This design comes from an exercise in tuning for small area, a short achievable clock period and few clock cycles on the open sky130 flow, not from production work.
The RTL was checked by simulation tests, not by an equivalence proof against the original design.
Power figures rest on the tool's default switching activity, not on a simulated workload.

north:
Design matmul, start of the top module:
module matmul
#(
    parameter DIM_BITS = 16,
    parameter MEM_AW = 16,
    parameter MEM_DW = 32,
    parameter PREC = 16)
(
    input [MEM_AW-1:0] aBASE,
    input [DIM_BITS-1:0] aCOLS,
    input [DIM_BITS-1:0] aROWS,
    input [DIM_BITS-1:0] aSTRIDE,
    input [MEM_AW-1:0] bBASE,
    input [DIM_BITS-1:0] bCOLS,
    input [DIM_BITS-1:0] bSTRIDE,
    input [MEM_AW-1:0] cBASE,
    input [DIM_BITS-1:0] cSTRIDE,
    input clk,
    input go,
    input [MEM_DW-1:0] mem_rdata,
    input rst_n,
    output reg [MEM_AW-1:0] mem_addr,
    output reg mem_req,
    output [MEM_DW-1:0] mem_wdata,
    output reg mem_write,
    output reg ret
);
For scale: about 2700 cells after synthesis, roughly 510 flip-flops, ~230 I/O pins, about 0.029 mm2 of cells after synthesis.
Settings: LEC_CHECK=0, ABC_CLOCK_PERIOD_IN_PS=3000, CAP_MARGIN=20, CORE_MARGIN=2, CORE_UTILIZATION=40, PLACE_DENSITY=0.6, SLEW_MARGIN=20; clock period 10.0 ns.
standard.sh (not shown) runs the stock make flow with config.mk's settings and CLKGATE_MAP_FILE= SYNTH_SCRIPT=/design/flow/synth_recipe.tcl, a recipe that flattens the netlist after the stock synthesis.
==> flow/flow/run.sh <==
#!/bin/bash
# The standard layout, with two changes to how it is made (the SDC and its
# 10 ns clock are unchanged): port buffers use the small buf_1 cell instead of
# the default delay buffer, and repair_timing aims for a larger setup margin.
set -euo pipefail
bash standard.sh 'BUFFER_PORTS_ARGS=-buffer_cell sky130_fd_sc_hd__buf_1' SETUP_SLACK_MARGIN=7 finish > standard_make.log 2>&1
Testbench counts of north, summed over its fixed seeds: cycles 52,372.
What south does differently from north at the input level:
- CTS_CLUSTER_SIZE: unset -> 35
- CTS_CLUSTER_DIAMETER: unset -> 70
-- flow/flow/run.sh --
<<< north, line 6
bash standard.sh 'BUFFER_PORTS_ARGS=-buffer_cell sky130_fd_sc_hd__buf_1' SETUP_SLACK_MARGIN=7 finish > standard_make.log 2>&1
>>> south, line 6
bash standard.sh 'BUFFER_PORTS_ARGS=-buffer_cell sky130_fd_sc_hd__buf_1' SETUP_SLACK_MARGIN=6.8 finish > standard_make.log 2>&1
[summary]
north -> south: clock sink count delta 0, exact match
Total power: south below north
Summary — sequential share of layout area, south relative to north: higher, by 1.7 points.
Worst setup path startpoint: xr[13] -> north, xr[10] -> south
south against north; via count is down slightly.
Looking at endpoint of the worst setup timing path, the ps[15] result is from south; the ps[21] one comes from north.
When the final numbers for north and south were put side by side, the half-perimeter wire length after placement turned out to be greater in south.
Register-to-register setup slack: south lower than north
[diff] final design area excluding fillers, south relative to north: improvement
Critical path depth (higher): north
Part of the cycle the worst path needs on south is up relative to north.
As far as die area goes, south and north are indistinguishable; the numbers are identical.
Setup changes, south to east
- CTS_CLUSTER_SIZE now 25, was 35
- CTS_CLUSTER_DIAMETER now 60, was 70
-- flow/flow/run.sh --
<<< south, line 6
bash standard.sh 'BUFFER_PORTS_ARGS=-buffer_cell sky130_fd_sc_hd__buf_1' SETUP_SLACK_MARGIN=6.8 finish > standard_make.log 2>&1
>>> east, line 6
bash standard.sh 'BUFFER_PORTS_ARGS=-buffer_cell sky130_fd_sc_hd__buf_1' SETUP_SLACK_MARGIN=6.6 finish > standard_make.log 2>&1
==> notes.md <==
- Combinational share of power: higher on south
- Routed wire in east totals less than in south.
- Against south as the reference, east delivers a higher critical path depth.
- Compared with south, east shows post-layout worst setup margin higher by 18 ps.
- Against south as the reference, east delivers a lower period utilization.
- Summary of east over south: max-slew violation count did not really move; number of instances resized during post-cts repair went down.

* * *

matmul again, from the RTL that the note above started with.
export LEC_CHECK = 0
export ABC_CLOCK_PERIOD_IN_PS = 3000
export CAP_MARGIN = 20
export CORE_MARGIN = 2
export CORE_UTILIZATION = 40
export CTS_CLUSTER_DIAMETER = 60
export CTS_CLUSTER_SIZE = 25
export PLACE_DENSITY = 0.7
export SLEW_MARGIN = 20
create_clock -name core_clock -period 10.0 [get_ports {clk}]
==> flow/flow/run.sh <==
#!/bin/bash
# The standard layout, with two changes to how it is made (the SDC and its
# 10 ns clock are unchanged): port buffers use the small buf_1 cell instead of
# the default delay buffer, and repair_timing aims for a larger setup margin.
set -euo pipefail
bash standard.sh 'BUFFER_PORTS_ARGS=-buffer_cell sky130_fd_sc_hd__buf_1' SETUP_SLACK_MARGIN=6.8 finish > standard_make.log 2>&1
Testbench counts at the start, summed over its fixed seeds: cycles 52,372.
Edit:
Settings changed: ABC_CLOCK_PERIOD_IN_PS 3000 to 2500, PLACE_DENSITY 0.7 to 0.6.
- routed wire length rose by 6.1%
- core utilization went up by 0.90 points
- worst setup slack gets worse by 0.032 ns
- count of clock-buffer cells in the layout grows by 6
- final cell count came out higher by about 0.43%
- area after synthesis does not change
- clock power rose by about 16%
- die area does not change
- register-to-register slack hardly moves
Edit:
==> flow/flow/run.sh (replaced) <==
#!/bin/bash
# The standard layout, with two changes to how it is made (the SDC and its
# 10 ns clock are unchanged): port buffers use the small buf_1 cell instead of
# the default delay buffer, and repair_timing aims for a larger setup margin.
set -euo pipefail
bash standard.sh 'BUFFER_PORTS_ARGS=-buffer_cell sky130_fd_sc_hd__buf_1' SETUP_SLACK_MARGIN=7 finish > standard_make.log 2>&1
Settings changed: ABC_CLOCK_PERIOD_IN_PS 2500 to 3000, TNS_END_PERCENT from default to 0.
Outcome: Flip-flop and latch count does not change; non-clock buffer count went down by 5; clock-buffer cell count went down by 3.
Edit:
==> flow/flow/run.sh (replaced) <==
#!/bin/bash
# The standard layout, with two changes to how it is made (the SDC and its
# 10 ns clock are unchanged): port buffers use the small buf_1 cell instead of
# the default delay buffer, and repair_timing aims for a larger setup margin.
set -euo pipefail
bash standard.sh 'BUFFER_PORTS_ARGS=-buffer_cell sky130_fd_sc_hd__buf_1' SETUP_SLACK_MARGIN=6.8 finish > standard_make.log 2>&1
Settings changed: TNS_END_PERCENT 0 to default.
The changed run finished with timing, DRC and antenna clean.
Setup slack is better by 0.074 ns.
Cell count stays flat.
Cell area grows by about 0.9%.
Via count hardly moves.
Wire length grows by about 1.5%.
Sequential share of layout area shrinks by 0.25 points.
Core utilization grows by 0.40 points.
Area after synthesis does not change.
Sequential power barely changes.
First-iteration DRC count shrinks by about 1.7%.
Edit:
Settings changed: ABC_CLOCK_PERIOD_IN_PS 3000 to 4000.
After rerunning: The changed run ran to the end with no violations; via count stays the same; die area does not change; final cell count stays the same.
Edit:
==> flow/flow/run.sh (replaced) <==
#!/bin/bash
# The standard layout, with two changes to how it is made (the SDC and its
# 10 ns clock are unchanged): port buffers use the small buf_1 cell instead of
# the default delay buffer, and repair_timing aims for a larger setup margin.
set -euo pipefail
bash standard.sh 'BUFFER_PORTS_ARGS=-buffer_cell sky130_fd_sc_hd__buf_1' SETUP_SLACK_MARGIN=7 finish > standard_make.log 2>&1
Settings changed: ABC_CLOCK_PERIOD_IN_PS 4000 to 3000.
Effect: Final area grows by a few percent; hold slack is about the same; area after synthesis stays the same; routed wire length climbs slightly; clock power came out lower by a few percent; critical path depth climbs by 10; combinational power rose by about a fifth; utilization is higher by 1.8 points.

-- re-timing with driven ports --
No port has a modelled driver above. Below, the same layouts with a new extraction and two added sets of constraints.
Step 1, drivers: a clkbuf_16 drives clk and a buf_2 each remaining input, both assumed.
Step 2 also shifts input and output timing later by t, the mid clock arrival at the registers, as if the neighbouring blocks saw the same clock.
Three values: ideal ports, drivers, drivers and shift; two values: the first two.
run | t (ns) | setup WS [ns] | hold slack, ns | slew at the worst register clock pin (ns)
north | 0.692 | 6.766 / 6.724 / 6.505 | 0.317 / 0.317 / 0.317 | 0.07 / 0.07
south | 0.653 | 6.711 / 6.704 / 6.466 | 0.321 / 0.321 / 0.321 | 0.11 / 0.11
east | 0.666 | 6.729 / 6.729 / 6.458 | 0.321 / 0.321 / 0.321 | 0.09 / 0.09
the first run of note 2 | 0.645 | 6.767 / 6.767 / 6.480 | 0.323 / 0.323 / 0.323 | 0.09 / 0.09
the second run of note 2 | 0.676 | 6.735 / 6.676 / 6.492 | 0.325 / 0.325 / 0.325 | 0.08 / 0.08
the third run of note 2 | 0.679 | 6.661 / 6.661 / 6.452 | 0.320 / 0.320 / 0.320 | 0.09 / 0.09
the fourth run of note 2 | 0.676 | 6.735 / 6.676 / 6.492 | 0.325 / 0.325 / 0.325 | 0.08 / 0.08
the fifth run of note 2 | 0.676 | 6.735 / 6.676 / 6.492 | 0.325 / 0.325 / 0.325 | 0.08 / 0.08
the sixth run of note 2 | 0.676 | 6.764 / 6.751 / 6.451 | 0.326 / 0.326 / 0.326 | 0.09 / 0.09
After both steps setup and hold are still met in every run listed. For the sixth run of note 2, which loses most, drivers alone change the setup slack by -0.013 ns; drivers and shift together by -0.313 ns.
